Background: an optimization exercise with open tools, aiming at small area. Do not read the settings as production practice.
In this exercise RTL edits were held to simulation tests only and were not proved equivalent to the original.
Power is estimated from default activity; no workload was simulated.

Design mtm_Alu, start of the top module:
module mtm_Alu (
    input  clk,
    input  rst_n,
    input  sin,
    output sout
);
Size in the first run: roughly 330 cells after synthesis, about 99 flip-flops, ~4 I/O pins, roughly 3400 um2 of cells after synthesis.
==> module mtm_Alu, before the edit <==
module mtm_Alu (
    input  clk,
    input  rst_n,
    input  sin,
    output sout
);
  reg [5:0] ph;
  always @(posedge clk) ph <= ph + 6'd1;
  wire tick = (ph[3:0] == 4'd15);
  reg  [63:0] ring;
  reg [3:0] bc;        
  reg [3:0] fc;        
  reg       h;         
  reg [3:0] c4;        
  reg [2:0] op;
  reg  [2:0] tfc;      
  wire      dead = tfc[2] & (tfc[1] | tfc[0]);
  wire      cmd  = fc[3];
  wire s_type = tick & (bc == 4'd14);
  wire s_pay  = tick & ((bc == 4'd15) | (bc <= 4'd6));    
  wire s_stop = tick & (bc == 4'd7);
  wire fb4    = c4[3] ^ sin;
  wire [3:0] c4n = {c4[2:0], 1'b0} ^ {2'b00, fb4, fb4};
  reg cy;              
  reg fZ;
  wire run = cmd & (ph[5:4] == 2'd3 ? (bc >= 4'd3 && bc <= 4'd6) :
                    ph[5:4] == 2'd0 ? (bc >= 4'd4 && bc <= 4'd7) : 1'b0);
  wire a   = ring[15];
  wire b   = ring[47];
  wire i0  = (ph == 6'd48);
  wire i31 = (ph == 6'd15);
  wire cin = i0 ? op[0] : cy;
  wire bb  = b ^ op[0];
  wire s   = a ^ bb ^ cin;
  wire co  = (a & bb) | (a & cin) | (bb & cin);
  wire r   = op[2] ? s : (op[0] ? (a | b) : (a & b));
  wire       dwr = ~cmd & ~bc[3] & (ph[3:0] == ~{fc[0], bc[2:0]});
  wire [1:0] dsel = fc[2:1] + ph[5:4] + 2'd1;
  wire [3:0] we;
  assign we[0] = dwr & (dsel == 2'd0);
  assign we[1] = dwr & (dsel == 2'd1);
  assign we[2] = dwr & (dsel == 2'd2);
  assign we[3] = (dwr & (dsel == 2'd3)) | run;
  wire din = run ? r : h;
  genvar g;
  generate
    for (g = 0; g < 64; g = g + 1) begin : rg
      if (g % 16 == 0) begin : ins
        always @(posedge clk) ring[g] <= we[g / 16] ? din : ring[(g + 63) % 64];
      end else begin : sh
        always @(posedge clk) ring[g] <= ring[g - 1];
      end
    end
  endgenerate
  reg [3:0] tbc;       
  reg       so;
  reg [2:0] c3;        
  wire ttick = (ph[2:0] == 3'd7) & (ph[3] ^ tfc[0]);
  wire txgo  = ((tbc == 4'd12) & ((tfc != 3'd0) | (ph[5:4] == 2'd0))) |
               ((tbc == 4'd14) & dead);
  reg tap;
  always @(*)
    case (tbc[2:0])
      3'd0: tap = ring[15];
      3'd1: tap = ring[32];
      3'd2: tap = ring[49];
      3'd3: tap = ring[2];
      3'd4: tap = ring[19];
      3'd5: tap = ring[36];
      3'd6: tap = ring[53];
      default: tap = ring[6];
    endcase
  reg pv;              
  always @(*) begin
    if (!tfc[2]) pv = tap;
    else if (dead)
      case (tbc[2:0])
        3'd0, 3'd7: pv = 1'b1;
        3'd1, 3'd4: pv = tfc[1] & tfc[0];
        3'd2, 3'd5: pv = tfc[1] & op[1];
        default:    pv = ~tfc[1];
      endcase
    else
      case (tbc[2:0])
        3'd0:    pv = 1'b1;
        3'd1:    pv = op[2];
        3'd2:    pv = fZ;
        3'd3:    pv = op[0];
        3'd4:    pv = cy;
        default: pv = c3[1];
      endcase
  end
  wire fb3 = c3[2] ^ so;
  always @(posedge clk) begin
    if (!rst_n) begin
      bc   <= 4'd8;
      fc   <= 4'd0;
      c4   <= 4'd0;
    end else begin
      if (tick) begin
        if (bc != 4'd8) bc <= bc + 4'd1;
        else if (!sin && !dead) bc <= 4'd14;
      end
      if (!dead) begin
        if (s_stop) fc <= cmd ? 4'd0 : fc + 4'd1;
        if (s_pay) begin
          c4 <= c4n;
        end
      end
    end
  end
  always @(posedge clk) if (s_pay && !cmd) h <= sin;
  always @(posedge clk) begin
    if (s_pay && cmd && bc <= 4'd2) op <= {op[1:0], sin};
    if (run) begin
      fZ <= (i0 | fZ) & ~r;
      if (i31) begin
        op[2] <= r;
        op[0] <= op[2] & (co ^ op[0]);
        cy    <= op[2] & ~b & (a ^ s) & ~(a ^ op[0]);
      end else cy <= co;
    end
  end
  wire e_frm = ~dead & ((s_type & (sin ^ cmd)) | (s_pay & cmd & (bc == 4'd15) & ~sin));
  wire c0    = ~dead & s_pay & cmd & (bc == 4'd6);
  always @(posedge clk) begin
    if (!rst_n) begin
      tbc <= 4'd14;
      tfc <= 3'd0;
      so  <= 1'b1;
    end else if (e_frm) begin
      tfc <= 3'd5;
    end else if (c0) begin
      if (c4n != 4'd0) tfc <= 3'd7;
      else if (op[1]) tfc <= 3'd6;
      else begin
        tbc <= 4'd12;
        tfc <= 3'd0;
      end
    end else if (ttick) begin
      case (tbc)
        4'd12, 4'd14: if (txgo) begin
          tbc <= 4'd15;
          so  <= 1'b0;
        end
        4'd13: ;
        4'd15: begin
          tbc <= 4'd0;
          so  <= tfc[2];
        end
        4'd8: begin
          tbc <= 4'd9;
          so  <= 1'b1;
        end
        4'd9: begin
          if (tfc[2]) tbc <= dead ? 4'd13 : 4'd14;
          else begin
            tbc <= 4'd12;
            tfc <= tfc + 3'd1;
          end
        end
        default: begin
          tbc <= tbc + 4'd1;
          so  <= pv;
        end
      endcase
    end
  end
  always @(posedge clk) begin
    if (!rst_n) c3 <= 3'd0;
    else if (ttick && tbc >= 4'd1 && tbc <= 4'd8) c3 <= {c3[1], c3[0] ^ fb3, fb3};
  end
  assign sout = so;
endmodule
clock: 10.0 ns
lec_check: 0
cap_margin: 20
core_margin: 2
core_utilization: 40
cts_buf_list: sky130_fd_sc_hd__clkbuf_8
slew_margin: 20
standard.sh (not shown) runs the stock make flow with config.mk's settings and CLKGATE_MAP_FILE= SYNTH_SCRIPT=/design/flow/synth_recipe.tcl, a recipe that flattens the netlist after the stock synthesis.
==> flow/flow/run.sh <==
#!/bin/bash
# The standard layout (standard.sh), with these changes:
#  - synthesis maps logic with an area-oriented ABC script (ORFS's ABC_AREA
#    path, with its script replaced by the one below),
#  - no adder extraction (ADDER_MAP_FILE empty), so counters are left to ABC,
#  - the port buffers are the smallest buffer, sky130_fd_sc_hd__buf_1,
#  - clock tree synthesis adds no dummy loads.
# Registers come out of synthesis exactly as in the standard flow: ABC and the
# adder step only touch combinational logic.
set -euo pipefail
here=$PWD
rm -rf "$here/scripts_area"
cp -r "$FLOW_HOME/scripts" "$here/scripts_area"
printf 'strash\ndch\nmap -a\nstrash\n&get -n\n&dch\n&nf -a -R 100\n&put\n' > "$here/scripts_area/abc_area.script"
export SCRIPTS_DIR="$here/scripts_area"
export ADDER_MAP_FILE=
export ABC_AREA=1
export BUFFER_PORTS_ARGS="-buffer_cell sky130_fd_sc_hd__buf_1"
export CTS_ARGS="-sink_clustering_enable -repair_clock_nets -buf_list sky130_fd_sc_hd__clkbuf_8 -dont_use_dummy_load"
bash standard.sh > standard.log 2>&1
Edit:
--- a/flow/design.v
+++ b/flow/design.v
@@ -19,12 +19,12 @@
   wire s_type = tick & (bc == 4'd14);
   wire s_pay  = tick & ((bc == 4'd15) | (bc <= 4'd6));    
   wire s_stop = tick & (bc == 4'd7);
   wire fb4    = c4[3] ^ sin;
   wire [3:0] c4n = {c4[2:0], 1'b0} ^ {2'b00, fb4, fb4};
-  reg cy;              
-  reg fZ;
+  reg cy;
+  reg fN, fZ, fC, fV;
   wire run = cmd & (ph[5:4] == 2'd3 ? (bc >= 4'd3 && bc <= 4'd6) :
                     ph[5:4] == 2'd0 ? (bc >= 4'd4 && bc <= 4'd7) : 1'b0);
   wire a   = ring[15];
   wire b   = ring[47];
   wire i0  = (ph == 6'd48);
@@ -81,18 +81,18 @@
         default:    pv = ~tfc[1];
       endcase
     else
       case (tbc[2:0])
         3'd0:    pv = 1'b1;
-        3'd1:    pv = op[2];
+        3'd1:    pv = fN;
         3'd2:    pv = fZ;
-        3'd3:    pv = op[0];
-        3'd4:    pv = cy;
-        default: pv = c3[1];
+        3'd3:    pv = fC;
+        3'd4:    pv = fV;
+        default: pv = c3[2];
       endcase
   end
-  wire fb3 = c3[2] ^ so;
+  wire fb3 = c3[2] ^ pv;
   always @(posedge clk) begin
     if (!rst_n) begin
       bc   <= 4'd8;
       fc   <= 4'd0;
       c4   <= 4'd0;
@@ -103,33 +103,37 @@
       end
       if (!dead) begin
         if (s_stop) fc <= cmd ? 4'd0 : fc + 4'd1;
         if (s_pay) begin
           c4 <= c4n;
+          if (cmd) begin
+            if (bc <= 4'd2) op <= {op[1:0], sin};
+          end
         end
       end
     end
   end
   always @(posedge clk) if (s_pay && !cmd) h <= sin;
   always @(posedge clk) begin
-    if (s_pay && cmd && bc <= 4'd2) op <= {op[1:0], sin};
+    cy <= co;
     if (run) begin
       fZ <= (i0 | fZ) & ~r;
       if (i31) begin
-        op[2] <= r;
-        op[0] <= op[2] & (co ^ op[0]);
-        cy    <= op[2] & ~b & (a ^ s) & ~(a ^ op[0]);
-      end else cy <= co;
+        fN <= r;
+        fC <= op[2] & (co ^ op[0]);
+        fV <= op[2] & ~b & (a ^ s) & ~(a ^ op[0]);
+      end
     end
   end
   wire e_frm = ~dead & ((s_type & (sin ^ cmd)) | (s_pay & cmd & (bc == 4'd15) & ~sin));
   wire c0    = ~dead & s_pay & cmd & (bc == 4'd6);
   always @(posedge clk) begin
     if (!rst_n) begin
       tbc <= 4'd14;
       tfc <= 3'd0;
       so  <= 1'b1;
+      c3  <= 3'd0;
     end else if (e_frm) begin
       tfc <= 3'd5;
     end else if (c0) begin
       if (c4n != 4'd0) tfc <= 3'd7;
       else if (op[1]) tfc <= 3'd6;
@@ -160,15 +164,12 @@
           end
         end
         default: begin
           tbc <= tbc + 4'd1;
           so  <= pv;
+          c3  <= {c3[1:0], 1'b0} ^ {1'b0, fb3, fb3};
         end
       endcase
     end
   end
-  always @(posedge clk) begin
-    if (!rst_n) c3 <= 3'd0;
-    else if (ttick && tbc >= 4'd1 && tbc <= 4'd8) c3 <= {c3[1], c3[0] ^ fb3, fb3};
-  end
   assign sout = so;
 endmodule
Outcome: Sequential cell count went up by 3. Clock power barely changes. Final area went up slightly. Register-to-register slack gains 0.48 ns. Die area went up slightly. Worst setup slack gains 0.13 ns. Global-route usage went down by 0.26 points. Routed wire length went down by a few percent.

==> afterwards: timing with drivers on the ports <==
In the flow no input, the clock included, has a driving cell. The finished layouts below were timed again as built, in two steps. Step 1, drivers: a clkbuf_16 drives clk and a buf_2 each remaining input, both assumed. Step 2, shift: input delay + t, output delay - t, t = (earliest + latest rising clock arrival at the registers) / 2. This alone moves slack from input paths to output paths. a / b / c = ideal ports / drivers / drivers and shift; a / b = the first two.
run | t, ns | setup slack, ns | hold slack, ns | cell pins on the clock port's net
the first run | 0.377 | 6.351 / 6.362 / 5.985 | 0.310 / 0.310 / 0.310 | 1
the second run | 0.381 | 6.485 / 6.494 / 6.114 | 0.311 / 0.311 / 0.311 | 1
After both steps every run listed still meets setup and hold. For the second run, which loses most, drivers alone change the setup slack by +0.009 ns; drivers and shift together by -0.371 ns.
